This is an optimization exercise on Yosys and OpenROAD, whose aim is small area, not a production implementation. In this exercise RTL edits were held to simulation tests only and were not proved equivalent to the original. Power is estimated from default activity; no workload was simulated.

## violet
==> flow/design.v <==
module FIFO_sync
(
    input wire       clk,
    input wire       rst,
    input wire       wr_en,      
    input wire [7:0] din,        
    input wire       rd_en,      
    output reg       valid,      
    output reg [7:0] dout,       
    output wire      empty,      
    output wire      full        
    );
reg [7:0] mem[15:0];
reg [4:0] count;         
reg       valid_reg;
wire [3:0] lo_n, hi_n;
wire [15:0] rsel;
fifo_or2    u_l0 (.a(count[0]), .b(count[1]), .y(lo_n[0]));
fifo_nand2b u_l1 (.a_n(count[1]), .b(count[0]), .y(lo_n[1]));
fifo_nand2b u_l2 (.a_n(count[0]), .b(count[1]), .y(lo_n[2]));
fifo_nand2  u_l3 (.a(count[0]), .b(count[1]), .y(lo_n[3]));
fifo_or2    u_h0 (.a(count[2]), .b(count[3]), .y(hi_n[0]));
fifo_nand2b u_h1 (.a_n(count[3]), .b(count[2]), .y(hi_n[1]));
fifo_nand2b u_h2 (.a_n(count[2]), .b(count[3]), .y(hi_n[2]));
fifo_nand2  u_h3 (.a(count[2]), .b(count[3]), .y(hi_n[3]));
genvar k, b;
generate
    for (k = 0; k < 16; k = k + 1) begin : g_sel
        fifo_nor2 u_sel (.a(lo_n[k % 4]), .b(hi_n[k / 4]), .y(rsel[k]));
    end
endgenerate
assign empty = ~(lo_n[0] | hi_n[0] | count[4]);
assign full  = count[4];
wire wr_fire = wr_en && !full;     
wire rd_fire = rd_en && !empty;    
wire       chg = wr_fire ^ rd_fire;
wire [3:0] same;       
wire [4:0] tgl;
fifo_xnor2 u_s0 (.a(wr_fire), .b(count[0]), .y(same[0]));
fifo_xnor2 u_s1 (.a(wr_fire), .b(count[1]), .y(same[1]));
fifo_xnor2 u_s2 (.a(wr_fire), .b(count[2]), .y(same[2]));
fifo_xnor2 u_s3 (.a(wr_fire), .b(count[3]), .y(same[3]));
assign tgl[0] = chg;
fifo_and2 u_t1 (.a(tgl[0]), .b(same[0]), .y(tgl[1]));
fifo_and2 u_t2 (.a(tgl[1]), .b(same[1]), .y(tgl[2]));
fifo_and2 u_t3 (.a(tgl[2]), .b(same[2]), .y(tgl[3]));
fifo_and2 u_t4 (.a(tgl[3]), .b(same[3]), .y(tgl[4]));
always @(posedge clk or posedge rst)
begin
    if (rst)
        count <= 5'd0;
    else
        count <= count ^ tgl;
end
integer i;
always @(posedge clk)
begin
    if (wr_fire)
    begin
        mem[0] <= din;
        for (i = 1; i <= 15; i = i + 1)
            mem[i] <= mem[i-1];
    end
end
always @(posedge clk or posedge rst)
begin
    if (rst)
    begin
        valid_reg <= 1'b0;
        valid     <= 1'b0;
    end
    else
    begin
        valid_reg <= rd_fire;
        valid     <= valid_reg;
    end
end
wire [7:0] rdata;
generate
    for (b = 0; b < 8; b = b + 1) begin : g_rd
        wire [4:0] y;
        wire       y5, t;
        for (k = 0; k < 5; k = k + 1) begin : g_ao
            fifo_a222oi u_ao (
                .a1(mem[3*k][b]),   .b1(rsel[3*k]),
                .a2(mem[3*k+1][b]), .b2(rsel[3*k+1]),
                .a3(mem[3*k+2][b]), .b3(rsel[3*k+2]),
                .y(y[k]));
        end
        fifo_nand2 u_n15 (.a(mem[15][b]), .b(rsel[15]), .y(y5));
        fifo_and3  u_a3  (.a(y[3]), .b(y[4]), .c(y5), .y(t));
        fifo_nand4 u_n4  (.a(y[0]), .b(y[1]), .c(y[2]), .d(t), .y(rdata[b]));
    end
endgenerate
always @(posedge clk)
    dout <= rdata;
endmodule
module fifo_a222oi (input wire a1, b1, a2, b2, a3, b3, output wire y);
    assign y = ~((a1 & b1) | (a2 & b2) | (a3 & b3));
endmodule
module fifo_nand2 (input wire a, b, output wire y);
    assign y = ~(a & b);
endmodule
module fifo_nand2b (input wire a_n, b, output wire y);
    assign y = ~(~a_n & b);
endmodule
module fifo_or2 (input wire a, b, output wire y);
    assign y = a | b;
endmodule
module fifo_nor2 (input wire a, b, output wire y);
    assign y = ~(a | b);
endmodule
module fifo_and3 (input wire a, b, c, output wire y);
    assign y = a & b & c;
endmodule
module fifo_nand4 (input wire a, b, c, d, output wire y);
    assign y = ~(a & b & c & d);
endmodule
module fifo_xnor2 (input wire a, b, output wire y);
    assign y = ~(a ^ b);
endmodule
module fifo_and2 (input wire a, b, output wire y);
    assign y = a & b;
endmodule
==> flow/config.mk <==
export PLATFORM = sky130hd
export DESIGN_NAME = FIFO_sync
export DESIGN_NICKNAME = FIFO_sync
export VERILOG_FILES = /design/flow/design.v
export SDC_FILE = /design/flow/constraint.sdc
export NUM_CORES = 4
export LEC_CHECK = 0
export CAP_MARGIN = 20
export CORE_MARGIN = 2
export CORE_UTILIZATION = 40
export CTS_BUF_LIST = sky130_fd_sc_hd__clkbuf_4
export SLEW_MARGIN = 20
export SYNTH_HIERARCHICAL = 1
export SYNTH_MINIMUM_KEEP_SIZE = 0
==> flow/constraint.sdc <==
create_clock -name core_clock -period 4.0 [get_ports {clk}]
set_input_delay 0.8000 -clock core_clock [delete_from_list [all_inputs] [get_ports {clk}]]
set_output_delay 0.8000 -clock core_clock [all_outputs]
set_load 0.01 [all_outputs]
run.sh (not shown) runs the stock make flow with config.mk's settings and CLKGATE_MAP_FILE= SYNTH_SCRIPT=/design/flow/synth_recipe.tcl, a recipe that flattens the netlist after the stock synthesis.
violet: all stages complete, timing, DRC and antenna checks passed
[inputs] pepper vs violet
Settings: CTS_BUF_LIST no longer set, was sky130_fd_sc_hd__clkbuf_4; PLACE_DENSITY now 0.8, previously not set; CORE_UTILIZATION now 70, was 40.
==> flow/flow/run.sh (new file) <==
#!/bin/bash
# Standard ORFS layout (the standard.sh), with two changes:
#  - CTS inserts no dummy loads and builds the tree from clkbuf_4 cells
#  - port buffering uses buf_1 cells (every port still gets its own buffer)
set -euo pipefail
bash standard.sh finish \
  "CTS_ARGS=-sink_clustering_enable -repair_clock_nets -dont_use_dummy_load -buf_list sky130_fd_sc_hd__clkbuf_4" \
  "BUFFER_PORTS_ARGS=-buffer_cell sky130_fd_sc_hd__buf_1" \
  > orfs_make.log 2>&1
==> flow/standard.sh (new file) <==
#!/bin/bash
# synth_recipe.tcl (not shown) runs the flow's synth.tcl, then flattens the netlist and writes it again
# the make line also repeats each setting of config.mk as NAME=value (left out here)
make -C /OpenROAD-flow-scripts/flow DESIGN_CONFIG=/design/flow/config.mk WORK_HOME=/design/flow/orfs CLKGATE_MAP_FILE= SYNTH_SCRIPT=/design/flow/synth_recipe.tcl "${@:-finish}"
removed: flow/run.sh
[summary]
- | layout net count | higher: violet |
- pepper reports its class of the tightest hold or removal check as input port to async pin while violet reports flop to flop.
- Compared with violet, pepper shows non-filler instance count after layout that has gone down by more than 10%.
- Clock latency on the worst-skew pair ends up higher on violet.
Setup changes, pepper to umber
Settings: CORE_UTILIZATION changed from 70 to 40; PLACE_DENSITY removed (was 0.8).
--- outcome ---
- Between pepper and umber, the flow reports post-route non-filler standard cell count increasing by more than 10%.
- Compared with pepper, in umber global-route usage shows a reduction of 9.2 points; relative contribution of the clock network to total power shows an increase of 0.4 points; wire length of the first global-routing pass shows an increase of 5.1%; final clock period utilization by the worst path shows a reduction of 0.33 points.
- Compared with pepper, umber shows wire length on met3 lower by 0.38%.
- In the reports for umber and pepper, the larger via count of the routed design belongs to pepper.
- As far as power is concerned, pepper and umber perform about the same.

==> separate check: timing with driven ports <==
Ports are ideal in the flow. The routed layouts listed here were re-timed in OpenROAD. Step 1: set_driving_cell puts a clkbuf_16 on clk and a buf_2 on each other input, an assumption about the parent block. Step 2 also shifts input and output timing later by t, the mid clock arrival at the registers, as if the neighbouring blocks saw the same clock. a / b / c = no drivers / after step 1 / after step 2; a / b = the first two.
run	shift t [ns]	slack for setup (ns)	worst setup path at the end	worst data-port slew with drivers (ns)	cell pins on the clock port's net
violet	0.536	1.086 / 1.055 / 0.976	input to register	0.03	1
pepper	0.489	1.525 / 1.496 / 1.405	input to register	0.03	1
umber	0.510	1.538 / 1.507 / 1.244	input to register	0.03	1
After both steps setup and hold are still met in every run listed. The setup slack of umber, which loses most, moves by -0.031 ns with the drivers and by -0.294 ns with both steps.
